Source: an optimization exercise on an open RTL-to-GDS flow (aim: small area and a short achievable clock period). Production flows keep margins and buffers that such runs may drop.
Where RTL was checked, it was by simulation tests only, not by an equivalence proof against the original.
No activity file was given, so power comes from the tool's default toggle rates.

==> job 2118: inputs <==
// TopLevelCPU
module TopLevelCPU (
    input wire clk,
    input wire rst,
    input wire mode_run,          
    input wire step,              
    input wire [2:0] reg_select,  
    input wire prog_we,           
    input wire [5:0] prog_addr,
    input wire [15:0] prog_data,
    output wire [15:0] pc_out,
    output wire [15:0] instr_out,
    output wire [15:0] reg_debug
);
==> module TopLevelCPU, before the edit <==
module TopLevelCPU (
    input wire clk,
    input wire rst,
    input wire mode_run,          
    input wire step,              
    input wire [2:0] reg_select,  
    input wire prog_we,           
    input wire [5:0] prog_addr,
    input wire [15:0] prog_data,
    output wire [15:0] pc_out,
    output wire [15:0] instr_out,
    output wire [15:0] reg_debug
);
    wire [15:0] instr;
    wire [15:0] mem_out;
    wire [3:0] opcode = instr[15:12];
    wire [2:0] rd = instr[11:9];
    wire [2:0] rs = instr[8:6];
    wire [2:0] rt = instr[5:3];
    wire [2:0] imm = instr[2:0];
    wire st_fetch, st_decode, st_exmem, st_wb, st_branch;
    ControlUnit CU (
        .clk(clk),
        .rst(rst),
        .opcode(opcode),
        .st_fetch(st_fetch),
        .st_decode(st_decode),
        .st_exmem(st_exmem),
        .st_wb(st_wb),
        .st_branch(st_branch)
    );
    wire [15:0] rdata;
    wire [15:0] write_data;
    reg [15:0] op2;
    wire rf_we = st_wb && (opcode != 4'b1101);
    RegisterFile RF (
        .clk(clk),
        .we(rf_we),
        .raddr(st_decode ? rt : rs),
        .waddr(rd),
        .wdata(write_data),
        .reg_select(reg_select),
        .rdata(rdata),
        .reg_data_selected(reg_debug)
    );
    always @(posedge clk) begin
        if (st_decode)
            op2 <= rdata;
    end
    wire [15:0] op1 = rdata;
    wire [15:0] xor_r;
    wire equal = (xor_r == 16'd0);
    wire pc_load = st_branch && (!opcode[2] || (opcode[0] ? !equal : equal));
    ProgramCounter PC (
        .clk(clk),
        .rst(rst),
        .load(pc_load),
        .inc(st_fetch),
        .pc_in({4'b0000, instr[11:0]}),
        .pc_out(pc_out)
    );
    SimpleRAM RAM (
        .clk(clk),
        .we(st_exmem && opcode == 4'b1101),
        .addr(pc_out[5:0]),
        .din(op2),
        .prog_we(prog_we),
        .prog_addr(prog_addr),
        .prog_data(prog_data),
        .dout(mem_out)
    );
    InstructionRegister IR (
        .clk(clk),
        .rst(rst),
        .load(st_fetch),
        .instr_in(mem_out),
        .instr_out(instr)
    );
    wire op_fmul = (opcode == 4'b1011);
    wire op_sll = (opcode == 4'b0110);
    wire [15:0] mul_a = op_fmul ? {5'd0, 1'b1, op1[9:0]} : op1;
    wire [15:0] mul_b = op_fmul ? {5'd0, 1'b1, op2[9:0]} :
                        op_sll  ? {8'd0, 8'd1 << imm} : op2;
    wire [21:0] prod;
    SharedMultiplier MUL (
        .a(mul_a),
        .b(mul_b),
        .p(prod)
    );
    wire [15:0] sum, and_r, or_r, shr;
    IntegerALU ALU (
        .op1(op1),
        .op2(op2),
        .shamt(imm),
        .sub(opcode[0]),
        .sra(opcode[3]),
        .sum(sum),
        .and_r(and_r),
        .or_r(or_r),
        .xor_r(xor_r),
        .shr(shr)
    );
    wire [15:0] fadd, fmul;
    FloatingPointALU FPU (
        .op1(op1),
        .op2(op2),
        .mant_mul(prod),
        .fadd(fadd),
        .fmul(fmul)
    );
    reg [15:0] result;
    always @(*) begin
        case (opcode)
            4'b0000, 4'b0001: result = sum;
            4'b0010: result = and_r;
            4'b0011: result = or_r;
            4'b0100: result = xor_r;
            4'b0101, 4'b0110: result = prod[15:0];
            4'b0111, 4'b1000: result = shr;
            4'b1001: result = fadd;
            4'b1011: result = fmul;
            default: result = mem_out;
        endcase
    end
    assign write_data = result;
    assign instr_out = instr;
endmodule
Settings: LEC_CHECK=0, CAP_MARGIN=20, CORE_MARGIN=2, CORE_UTILIZATION=40, PLACE_DENSITY=0.6, SLEW_MARGIN=20, SYNTH_HIERARCHICAL=1, SYNTH_MINIMUM_KEEP_SIZE=0; clock period 38.0 ns.
run.sh (not shown) runs the stock make flow with config.mk's settings and CLKGATE_MAP_FILE= SYNTH_SCRIPT=/design/flow/synth_recipe.tcl, a recipe that flattens the netlist after the stock synthesis.
==> job 250 (differences from job 2118) <==
--- a/flow/design.v
+++ b/flow/design.v
@@ -786,11 +786,11 @@
         .reg_data_selected(reg_debug)
     );
+    reg [15:0] op1;
     always @(posedge clk) begin
         if (st_decode)
             op2 <= rdata;
+        op1 <= rdata;
     end
-    wire [15:0] op1 = rdata;
-    wire [15:0] xor_r;
-    wire equal = (xor_r == 16'd0);
+    wire equal = (rdata == op2);
     wire pc_load = st_branch && (!opcode[2] || (opcode[0] ? !equal : equal));
     ProgramCounter PC (
@@ -830,5 +830,5 @@
         .p(prod)
     );
-    wire [15:0] sum, and_r, or_r, shr;
+    wire [15:0] sum, and_r, or_r, xor_r, shr;
     IntegerALU ALU (
         .op1(op1),
- CAP_MARGIN: 20 -> 0
- CORE_UTILIZATION: 40 -> 60
- CTS_BUF_LIST: default -> sky130_fd_sc_hd__clkbuf_8
- PLACE_DENSITY: 0.6 -> 0.7
- SLEW_MARGIN: 20 -> 0
==> results.json <==
{
  "status": "finished clean",
  "synth-seq-cells": 1209,
  "cp_data_arrival_time_ns": 10.03,
  "seq_cells": 1209,
  "crit_path_max_incr_delay_ns": 0.81,
  "drive_above_1_share_pct": 11.0,
  "post-dp-hpwl_um": 125000,
  "finalPower_uw": 5780
}
# the run above: job 250

==> results.json <==
{
  "finalPower_uw": 6340,
  "finalClockSkew_ns": 0.0478,
  "cp_data_arrival_time_ns": 19.62,
  "post-dp-hpwl_um": 126000,
  "routed-wl-met2_um": 85900,
  "drive_above_1_share_pct": 10.4,
  "seq_cells": 1193,
  "grt_busiest_layer": "met2",
  "report.final.slew_viol_count": 0,
  "synth_top_area_cell": "dfxtp_1",
  "crit_path_max_incr_delay_ns": 0.83,
  "swShare_pct": 42.7,
  "status": "finished clean",
  "met3_length_um": 20700
}
# the run above: job 2118

Function was not checked in any run of this note: the RTL went through the layout flow alone.

========
==> trial 30: inputs <==
Another version of the RTL of TopLevelCPU (not shown whole).
Settings: LEC_CHECK=0, CAP_MARGIN=20, CORE_MARGIN=2, CORE_UTILIZATION=60, CTS_CLUSTER_DIAMETER=100, CTS_CLUSTER_SIZE=30, GPL_TIMING_DRIVEN=0, PLACE_DENSITY=0.7, SLEW_MARGIN=20, SYNTH_HIERARCHICAL=1, SYNTH_MINIMUM_KEEP_SIZE=0; clock period 38.0 ns.
standard.sh (not shown) runs the stock make flow with config.mk's settings and CLKGATE_MAP_FILE= SYNTH_SCRIPT=/design/flow/synth_recipe.tcl, a recipe that flattens the netlist after the stock synthesis.
==> flow/flow/run.sh <==
#!/bin/bash
# Layout flow: the standard flow (standard.sh, standard synthesis included)
# with two changes to how the layout is made, at the design's clock and
# constraints: the port buffers are buf_4 cells instead of the slow delay
# buffers buffer_ports picks by default, and timing repair aims for a setup
# slack margin so that it also speeds up paths that already meet the clock.
# make's full output goes to run_standard.log; each step's tool output is in
# orfs/logs/.
set -euo pipefail
bash standard.sh \
  "BUFFER_PORTS_ARGS=-buffer_cell sky130_fd_sc_hd__buf_4" \
  "SETUP_SLACK_MARGIN=21.5" \
  finish > run_standard.log 2>&1
==> inputs of build 97, as changes to trial 30 <==
--- a/flow/flow/run.sh
+++ b/flow/flow/run.sh
@@ -10,4 +10,4 @@
 bash standard.sh \
   "BUFFER_PORTS_ARGS=-buffer_cell sky130_fd_sc_hd__buf_4" \
-  "SETUP_SLACK_MARGIN=21.5" \
+  "SETUP_SLACK_MARGIN=22" \
   finish > run_standard.log 2>&1
--- a/flow/config.mk
+++ b/flow/config.mk
@@ -8,9 +8,8 @@
 export CAP_MARGIN = 20
 export CORE_MARGIN = 2
-export CORE_UTILIZATION = 60
+export CORE_UTILIZATION = 70
 export CTS_CLUSTER_DIAMETER = 100
 export CTS_CLUSTER_SIZE = 30
-export GPL_TIMING_DRIVEN = 0
-export PLACE_DENSITY = 0.7
+export PLACE_DENSITY = 0.78
 export SLEW_MARGIN = 20
 export SYNTH_HIERARCHICAL = 1
==> notes <==
Trial 30 went through all stages and came out clean. Build 97 completed with no timing, DRC or antenna violations.
Critical path depth is the same in build 97 and trial 30.
In synthesized cell count, build 97 and trial 30 do not differ.
Of build 97 and trial 30, build 97 has the higher via count (gap 0.55%, measured against trial 30).
Against trial 30, the sequential share of layout area of build 97 is higher by 0.24 points.
In synthesized area, build 97 and trial 30 do not differ.
Against build 97, the die area of trial 30 is higher by about 16%.
Function was not checked in any run of this note: the RTL went through the layout flow alone.

========
==> try-umber: inputs <==
TopLevelCPU, a different RTL version from the one above (not shown whole).
==> module ProgramCounter, before the edit <==
module ProgramCounter (
    input wire clk,
    input wire rst,
    input wire load,              
    input wire inc,               
    input wire [15:0] pc_in,
    output reg [15:0] pc_out
);
    always @(posedge clk or posedge rst) begin
        if (rst)
            pc_out <= 16'd0;
        else if (load)
            pc_out <= pc_in;
        else if (inc)
            pc_out <= pc_out + 16'd1;
    end
endmodule
==> flow/config.mk <==
export PLATFORM = sky130hd
export DESIGN_NAME = TopLevelCPU
export DESIGN_NICKNAME = TopLevelCPU
export VERILOG_FILES = /design/flow/design.v
export SDC_FILE = /design/flow/constraint.sdc
export NUM_CORES = 4
export LEC_CHECK = 0
export CAP_MARGIN = 20
export CORE_MARGIN = 2
export CORE_UTILIZATION = 60
export CTS_CLUSTER_DIAMETER = 100
export CTS_CLUSTER_SIZE = 30
export GPL_TIMING_DRIVEN = 0
export PLACE_DENSITY = 0.7
export SLEW_MARGIN = 20
export SYNTH_HIERARCHICAL = 1
export SYNTH_MINIMUM_KEEP_SIZE = 0
==> flow/constraint.sdc <==
create_clock -name core_clock -period 38.0 [get_ports {clk}]
set_input_delay 7.6000 -clock core_clock [delete_from_list [all_inputs] [get_ports {clk}]]
set_output_delay 7.6000 -clock core_clock [all_outputs]
set_load 0.01 [all_outputs]
==> flow/flow/run.sh <==
#!/bin/bash
# Layout flow: the standard flow (standard.sh, standard synthesis included)
# with two changes to how the layout is made, at the design's clock and
# constraints: the port buffers are buf_4 cells instead of the slow delay
# buffers buffer_ports picks by default, and timing repair aims for a setup
# slack margin so that it also speeds up paths that already meet the clock.
# make's full output goes to run_standard.log; each step's tool output is in
# orfs/logs/.
set -euo pipefail
bash standard.sh \
  "BUFFER_PORTS_ARGS=-buffer_cell sky130_fd_sc_hd__buf_4" \
  "SETUP_SLACK_MARGIN=22" \
  finish > run_standard.log 2>&1
==> inputs of try-indigo, as changes to try-umber <==
--- a/flow/design.v
+++ b/flow/design.v
@@ -8,2 +8,11 @@
 );
+    wire [15:0] pc_next;
+    wire [16:0] c;
+    assign c[0] = inc;
+    genvar i;
+    generate
+        for (i = 0; i < 16; i = i + 1) begin : inc_
+            HalfAdd u (.a(pc_out[i]), .b(c[i]), .s(pc_next[i]), .co(c[i+1]));
+        end
+    endgenerate
     always @(posedge clk or posedge rst) begin
@@ -11,6 +20,4 @@
             pc_out <= 16'd0;
-        else if (load)
-            pc_out <= pc_in;
-        else if (inc)
-            pc_out <= pc_out + 16'd1;
+        else
+            pc_out <= load ? pc_in : pc_next;
     end
--- a/flow/config.mk
+++ b/flow/config.mk
@@ -7,3 +7,3 @@
 export LEC_CHECK = 0
-export CAP_MARGIN = 20
+export CAP_MARGIN = 5
 export CORE_MARGIN = 2
@@ -14,3 +14,3 @@
 export PLACE_DENSITY = 0.7
-export SLEW_MARGIN = 20
+export SLEW_MARGIN = 5
 export SYNTH_HIERARCHICAL = 1
==> inputs of try-quartz, as changes to try-umber <==
--- a/flow/config.mk
+++ b/flow/config.mk
@@ -7,3 +7,3 @@
 export LEC_CHECK = 0
-export CAP_MARGIN = 20
+export CAP_MARGIN = 5
 export CORE_MARGIN = 2
@@ -14,3 +14,3 @@
 export PLACE_DENSITY = 0.7
-export SLEW_MARGIN = 20
+export SLEW_MARGIN = 5
 export SYNTH_HIERARCHICAL = 1
==> comparison table <==
item                                                                                try-indigo       try-quartz        try-umber
Adder-Cell Fraction of Synth Area                                                      0.06074          0.05698          0.05698
Final cycle utilization of the critical path                                            0.4318           0.4328           0.4328
Highest clock rate                                                                 0.06095 GHz      0.06081 GHz      0.06080 GHz
Multi-In Gates                                                                            3017             3062             3062
Total routed wire length on the met1 layer                                            73450 um         72090 um         71550 um
Layout inverter count without the clock tree                                               138              141              141
Startpoint of the most critical register-to-register path                      IR.instr_out[5]  IR.instr_out[6]  IR.instr_out[6]
Leakage Power                                                                         21.07 nW         20.91 nW         20.88 nW
Switching share of power                                                                0.3488           0.3522           0.3537
Result of the run                                                              failed layout checks  no timing/DRC/antenna violations  no timing/DRC/antenna violations
Violated checks                                                     max-capacitance violations                -                -
Peak supply drop                                                                    0.04323 mV       0.06142 mV       0.05968 mV
Comb group                                                                             1.02 mW          1.02 mW          1.03 mW
Maximum number of pins on one net before global-route repair                                62               54               51
Effective utilization at floorplan                                                      0.6065           0.6072           0.6072
Fraction of standard cell area in multi-input logic                                     0.4709           0.4693           0.4710
Pre-CTS worst setup slack                                                             21260 ps         21300 ps         21300 ps
Portion of synthesized cell area occupied by the leading cell type                      0.4588           0.4582           0.4582
Number of diodes                                                                             1                3                1

========
==> inputs of run H <==
TopLevelCPU, a different RTL version from the one above (not shown whole).
==> flow/config.mk <==
export PLATFORM = sky130hd
export DESIGN_NAME = TopLevelCPU
export DESIGN_NICKNAME = TopLevelCPU
export VERILOG_FILES = /design/flow/design.v
export SDC_FILE = /design/flow/constraint.sdc
export NUM_CORES = 4
export LEC_CHECK = 0
export CAP_MARGIN = 20
export CORE_MARGIN = 2
export CORE_UTILIZATION = 60
export CTS_CLUSTER_DIAMETER = 100
export CTS_CLUSTER_SIZE = 30
export PLACE_DENSITY = 0.7
export SLEW_MARGIN = 20
export SYNTH_HIERARCHICAL = 1
export SYNTH_MINIMUM_KEEP_SIZE = 0
==> flow/constraint.sdc <==
create_clock -name core_clock -period 38.0 [get_ports {clk}]
set_input_delay 7.6000 -clock core_clock [delete_from_list [all_inputs] [get_ports {clk}]]
set_output_delay 7.6000 -clock core_clock [all_outputs]
set_load 0.01 [all_outputs]
==> flow/flow/run.sh <==
#!/bin/bash
# Layout flow: the standard flow (standard.sh, standard synthesis included)
# with two changes to how the layout is made, at the design's clock and
# constraints: the port buffers are buf_4 cells instead of the slow delay
# buffers buffer_ports picks by default, and timing repair aims for a setup
# slack margin so that it also speeds up paths that already meet the clock.
# make's full output goes to run_standard.log; each step's tool output is in
# orfs/logs/.
set -euo pipefail
bash standard.sh \
  "BUFFER_PORTS_ARGS=-buffer_cell sky130_fd_sc_hd__buf_4" \
  "SETUP_SLACK_MARGIN=21" \
  finish > run_standard.log 2>&1
==> inputs of run P, as changes to run H <==
--- a/flow/design.v
+++ b/flow/design.v
@@ -17,29 +17,21 @@
 endmodule
 module InstructionRegister (
     input wire clk,
     input wire rst,
     input wire load,
     input wire [15:0] instr_in,
     output reg [15:0] instr_out
 );
-    wire [15:0] d;
-    wire hold = ~load;
-    genvar b;
-    generate
-        for (b = 0; b < 16; b = b + 1) begin : bit_
-            HoldMux hm (.ld(load), .hold(hold), .d(instr_in[b]), .q(instr_out[b]), .y(d[b]));
-        end
-    endgenerate
     always @(posedge clk or posedge rst) begin
         if (rst)
             instr_out <= 16'd0;
-        else
-            instr_out <= d;
+        else if (load)
+            instr_out <= instr_in;
     end
 endmodule
 module RfReadBit (
     input wire [7:1] sel,
     input wire [7:1] bits,
     output wire out
 );
     wire g0, g1;
@@ -650,93 +642,61 @@
     input wire sub,
     input wire sra,
     output wire [15:0] sum,
     output wire [15:0] and_r,
     output wire [15:0] or_r,
     output wire [15:0] xor_r,
     output wire [15:0] shr
 );
-    RippleAdd #(16) add (.a(op1), .b(op2 ^ {16{sub}}), .ci(sub), .s(sum), .co());
+    assign sum = sub ? op1 - op2 : op1 + op2;
     assign and_r = op1 & op2;
     assign or_r = op1 | op2;
     assign xor_r = op1 ^ op2;
     wire signed [16:0] shr_in = {sra & op1[15], op1};
     wire signed [16:0] shr_out = shr_in >>> shamt;
     assign shr = shr_out[15:0];
 endmodule
-module RippleAdd #(parameter W = 4) (
-    input wire [W-1:0] a,
-    input wire [W-1:0] b,
-    input wire ci,
-    output wire [W-1:0] s,
-    output wire co
-);
-    wire [W:0] c;
-    assign c[0] = ci;
-    genvar i;
-    generate
-        for (i = 0; i < W; i = i + 1) begin : fa
-            FullAdd u (.a(a[i]), .b(b[i]), .ci(c[i]), .s(s[i]), .co(c[i+1]));
-        end
-    endgenerate
-    assign co = c[W];
-endmodule
 module FloatingPointALU (
     input wire [15:0] op1,
     input wire [15:0] op2,
     input wire [21:0] mant_mul,    
     output wire [15:0] fadd,
     output wire [15:0] fmul
 );
     wire s1 = op1[15];
     wire s2 = op2[15];
     wire big1 = (op1[14:0] >= op2[14:0]);
     wire [4:0] eb = big1 ? op1[14:10] : op2[14:10];
-    wire [9:0] fb = big1 ? op1[9:0] : op2[9:0];
-    wire [9:0] fs = big1 ? op2[9:0] : op1[9:0];
-    wire [4:0] d12, d21;
-    RippleAdd #(5) dsub12 (.a(op1[14:10]), .b(~op2[14:10]), .ci(1'b1), .s(d12), .co());
-    RippleAdd #(5) dsub21 (.a(op2[14:10]), .b(~op1[14:10]), .ci(1'b1), .s(d21), .co());
-    wire [4:0] d = big1 ? d12 : d21;
-    wire [10:0] a0 = {1'b1, fs};
-    wire [10:0] a1 = d[0] ? {1'b0, a0[10:1]} : a0;
-    wire [10:0] a2 = d[1] ? {2'b0, a1[10:2]} : a1;
-    wire [10:0] a3 = d[2] ? {4'b0, a2[10:4]} : a2;
-    wire [10:0] a4 = d[3] ? {8'b0, a3[10:8]} : a3;
-    wire [10:0] msh = d[4] ? 11'd0 : a4;
+    wire [4:0] es = big1 ? op2[14:10] : op1[14:10];
+    wire [10:0] mb = {1'b1, big1 ? op1[9:0] : op2[9:0]};
+    wire [10:0] ms = {1'b1, big1 ? op2[9:0] : op1[9:0]};
+    wire [4:0] d = eb - es;
+    wire [10:0] msh = ms >> d;
     wire same = (s1 == s2);
-    wire [10:0] addend = same ? msh : ~msh;
-    wire [11:0] sum12;
-    wire clo;
-    wire [5:0] hi0, hi1;
-    wire co0, co1;
-    RippleAdd #(5) msum_lo (.a(fb[4:0]), .b(addend[4:0]), .ci(~same), .s(sum12[4:0]), .co(clo));
-    RippleAdd #(6) msum_h0 (.a({1'b1, fb[9:5]}), .b(addend[10:5]), .ci(1'b0), .s(hi0), .co(co0));
-    RippleAdd #(6) msum_h1 (.a({1'b1, fb[9:5]}), .b(addend[10:5]), .ci(1'b1), .s(hi1), .co(co1));
-    assign sum12[11:5] = clo ? {co1, hi1} : {co0, hi0};
-    wire ovf = same & sum12[11];
-    wire [10:0] x0 = ovf ? sum12[11:1] : sum12[10:0];
-    wire [4:0] ebm1 = eb - 5'd1;
-    wire [4:0] e0 = ovf ? eb : ebm1;
-    wire er_zero = ovf ? (eb == 5'd31) : (eb == 5'd0);
+    wire [11:0] calc = same ? {1'b0, mb} + {1'b0, msh} : {1'b0, mb} - {1'b0, msh};
+    wire ovf = same & calc[11];
+    wire [10:0] x0 = ovf ? calc[11:1] : calc[10:0];
+    wire [4:0] er = eb + {4'd0, ovf};
+    wire er_zero = (er == 5'd0);
     wire x_zero = (x0 == 11'd0);
-    wire c8 = (x0[10:3] == 8'd0) && (e0[4] || e0[3]);
+    wire [4:0] e0 = er - 5'd1;
+    wire c8 = (x0[10:3] == 8'd0) && (e0 >= 5'd8);
     wire [10:0] x1 = c8 ? {x0[2:0], 8'd0} : x0;
     wire [4:0] e1 = c8 ? e0 - 5'd8 : e0;
-    wire c4 = (x1[10:7] == 4'd0) && (e1[4] || e1[3] || e1[2]);
+    wire c4 = (x1[10:7] == 4'd0) && (e1 >= 5'd4);
     wire [10:0] x2 = c4 ? {x1[6:0], 4'd0} : x1;
     wire [4:0] e2 = c4 ? e1 - 5'd4 : e1;
-    wire c2 = (x2[10:9] == 2'd0) && (e2[4:1] != 4'd0);
+    wire c2 = (x2[10:9] == 2'd0) && (e2 >= 5'd2);
     wire [10:0] x3 = c2 ? {x2[8:0], 2'd0} : x2;
     wire [4:0] e3 = c2 ? e2 - 5'd2 : e2;
-    wire c1 = !x3[10] && (e3 != 5'd0);
-    wire [9:0] x4 = c1 ? x3[8:0] << 1 : x3[9:0];
+    wire c1 = (x3[10] == 1'b0) && (e3 >= 5'd1);
+    wire [10:0] x4 = c1 ? {x3[9:0], 1'b0} : x3;
     wire [4:0] e4 = c1 ? e3 - 5'd1 : e3;
-    wire [9:0] fadd_m = er_zero ? x0[10:1] : x4;
+    wire [9:0] fadd_m = er_zero ? x0[10:1] : x4[9:0];
     wire [4:0] fadd_e = (er_zero || x_zero) ? 5'd0 : e4;
     assign fadd = {big1 ? s1 : s2, fadd_e, fadd_m};
     wire top = mant_mul[21];
     wire [4:0] fmul_e = op1[14:10] + op2[14:10] + 5'd17 + {4'd0, top};
     wire [9:0] fmul_m = top ? mant_mul[20:11] : mant_mul[19:10];
     assign fmul = {s1 ^ s2, fmul_e, fmul_m};
 endmodule
 module ControlUnit (
@@ -821,26 +781,19 @@
         .raddr(st_decode ? rt : rs),
         .waddr(rd),
         .wdata(write_data),
         .reg_select(reg_select),
         .rdata(rdata),
         .reg_data_selected(reg_debug)
     );
     reg [15:0] op1;
-    wire [15:0] op2_d;
-    wire op2_hold = ~st_decode;
-    genvar b;
-    generate
-        for (b = 0; b < 16; b = b + 1) begin : op2_bit
-            HoldMux hm (.ld(st_decode), .hold(op2_hold), .d(rdata[b]), .q(op2[b]), .y(op2_d[b]));
-        end
-    endgenerate
     always @(posedge clk) begin
-        op2 <= op2_d;
+        if (st_decode)
+            op2 <= rdata;
         op1 <= rdata;
     end
     wire equal = (rdata == op2);
     wire pc_load = st_branch && (!opcode[2] || (opcode[0] ? !equal : equal));
     ProgramCounter PC (
         .clk(clk),
         .rst(rst),
         .load(pc_load),
==> flow/run.sh (new file) <==
#!/bin/bash
# synth_recipe.tcl (not shown) runs the flow's synth.tcl, then flattens the netlist and writes it again
# the make line also repeats each setting of config.mk as NAME=value (left out here)
make -C /OpenROAD-flow-scripts/flow DESIGN_CONFIG=/design/flow/config.mk WORK_HOME=/design/flow/orfs CLKGATE_MAP_FILE= SYNTH_SCRIPT=/design/flow/synth_recipe.tcl finish
==> flow/config.mk (replaced) <==
export PLATFORM = sky130hd
export DESIGN_NAME = TopLevelCPU
export DESIGN_NICKNAME = TopLevelCPU
export VERILOG_FILES = /design/flow/design.v
export SDC_FILE = /design/flow/constraint.sdc
export NUM_CORES = 4
export LEC_CHECK = 0
export CAP_MARGIN = 20
export CORE_MARGIN = 2
export CORE_UTILIZATION = 60
export PLACE_DENSITY = 0.7
export SLEW_MARGIN = 20
export SYNTH_HIERARCHICAL = 1
export SYNTH_MINIMUM_KEEP_SIZE = 0
removed: flow/flow/run.sh
removed: flow/standard.sh
==> inputs of run K, as changes to run H <==
--- a/flow/flow/run.sh
+++ b/flow/flow/run.sh
@@ -4,10 +4,10 @@
 # constraints: the port buffers are buf_4 cells instead of the slow delay
 # buffers buffer_ports picks by default, and timing repair aims for a setup
 # slack margin so that it also speeds up paths that already meet the clock.
 # make's full output goes to run_standard.log; each step's tool output is in
 # orfs/logs/.
 set -euo pipefail
 bash standard.sh \
   "BUFFER_PORTS_ARGS=-buffer_cell sky130_fd_sc_hd__buf_4" \
-  "SETUP_SLACK_MARGIN=21" \
+  "SETUP_SLACK_MARGIN=21.5" \
   finish > run_standard.log 2>&1
==> results.yml <==
power:
  pwr.group.clock_uw: 1190
  seq_cell_power_uw: 1970
  power_density_nw_per_um2: 95.4
layout:
  inv_count: 171
  layout.core_utilization: 0.684
  layoutNonFillerInstCount: 6449
routing:
  dr.pass1.iters: 9
timing:
  worst_clock_skew_ns: 0.0664
yosys:
  post_synth_and_or_nand_nor_area_fraction: 0.0950
  synthesis.yosys.warnings: 16
clock_network:
  cts_inserted_buffers: 118
outcome:
  outcome: "no timing/DRC/antenna violations"
Source of the figures above: run P

==> results.yml <==
layout:
  non_clock_buffer_instance_count_of_the_final_layout: 265
  layout.core_utilization: 0.654
  inv_count: 162
power:
  seq_cell_power_uw: 1690
  power_density_nw_per_um2: 57.7
outcome:
  outcome: "no timing/DRC/antenna violations"
yosys:
  synthesis.yosys.warnings: 14
  ys_dominant_reg_cell: "sky130_fd_sc_hd__dfxtp_1"
clock_network:
  cts_inserted_buffers: 47
timing:
  worst_clock_skew_ns: 0.0527
routing:
  dr.pass1.iters: 8
Source of the figures above: run K

==> results.yml <==
power:
  pwr.group.clock_uw: 628
  power_density_nw_per_um2: 57.3
  dominant_power_group: "sequential cells"
routing:
  dr.pass1.iters: 12
layout:
  layoutNonFillerInstCount: 6086
  final_common_cell: "sky130_fd_sc_hd__a22o_1"
  layout.core_utilization: 0.653
  inv_count: 162
yosys:
  post_synth_and_or_nand_nor_area_fraction: 0.0862
timing:
  worst_clock_skew_ns: 0.0310
clock_network:
  cts_inserted_buffers: 46
outcome:
  outcome: "no timing/DRC/antenna violations"
Source of the figures above: run H

The RTL of run P was laid out without a check of its function.

## separate check: timing with driven ports
In the flow no input, the clock included, has a driving cell. The finished layouts below were timed again as built, in two steps. Step 1 sets driving cells, clkbuf_16 on the clock port and buf_2 on the other inputs (assumed; they add their load-dependent delay and slew). Step 2 moves the port delays by t, midway between the first and last clock arrival at a register: inputs arrive t later, outputs are due t later. That takes back most of the time a late clock gives input paths. Slacks: no drivers / after step 1 / after step 2; pairs: no drivers / after step 1.
run	t (ns)	slack for setup (ns)	latest minus earliest clock arrival (ns)
job 2118	0.806	19.066 / 19.066 / 19.066	0.049 / 0.049
job 250	0.945	20.370 / 20.343 / 20.343	0.052 / 0.052
trial 30	0.738	21.500 / 21.470 / 21.470	0.039 / 0.039
build 97	0.738	21.559 / 21.510 / 21.510	0.045 / 0.045
try-umber	0.728	21.552 / 21.503 / 21.503	0.066 / 0.065
try-indigo	0.695	21.592 / 21.539 / 21.539	0.064 / 0.064
try-quartz	0.724	21.554 / 21.508 / 21.508	0.071 / 0.071
run H	0.750	21.275 / 21.255 / 21.255	0.040 / 0.040
run P	0.791	20.399 / 20.375 / 20.375	0.067 / 0.067
run K	0.717	21.521 / 21.496 / 21.496	0.053 / 0.052
For try-indigo, which loses most, drivers alone change the setup slack by -0.053 ns; drivers and shift together by -0.053 ns.
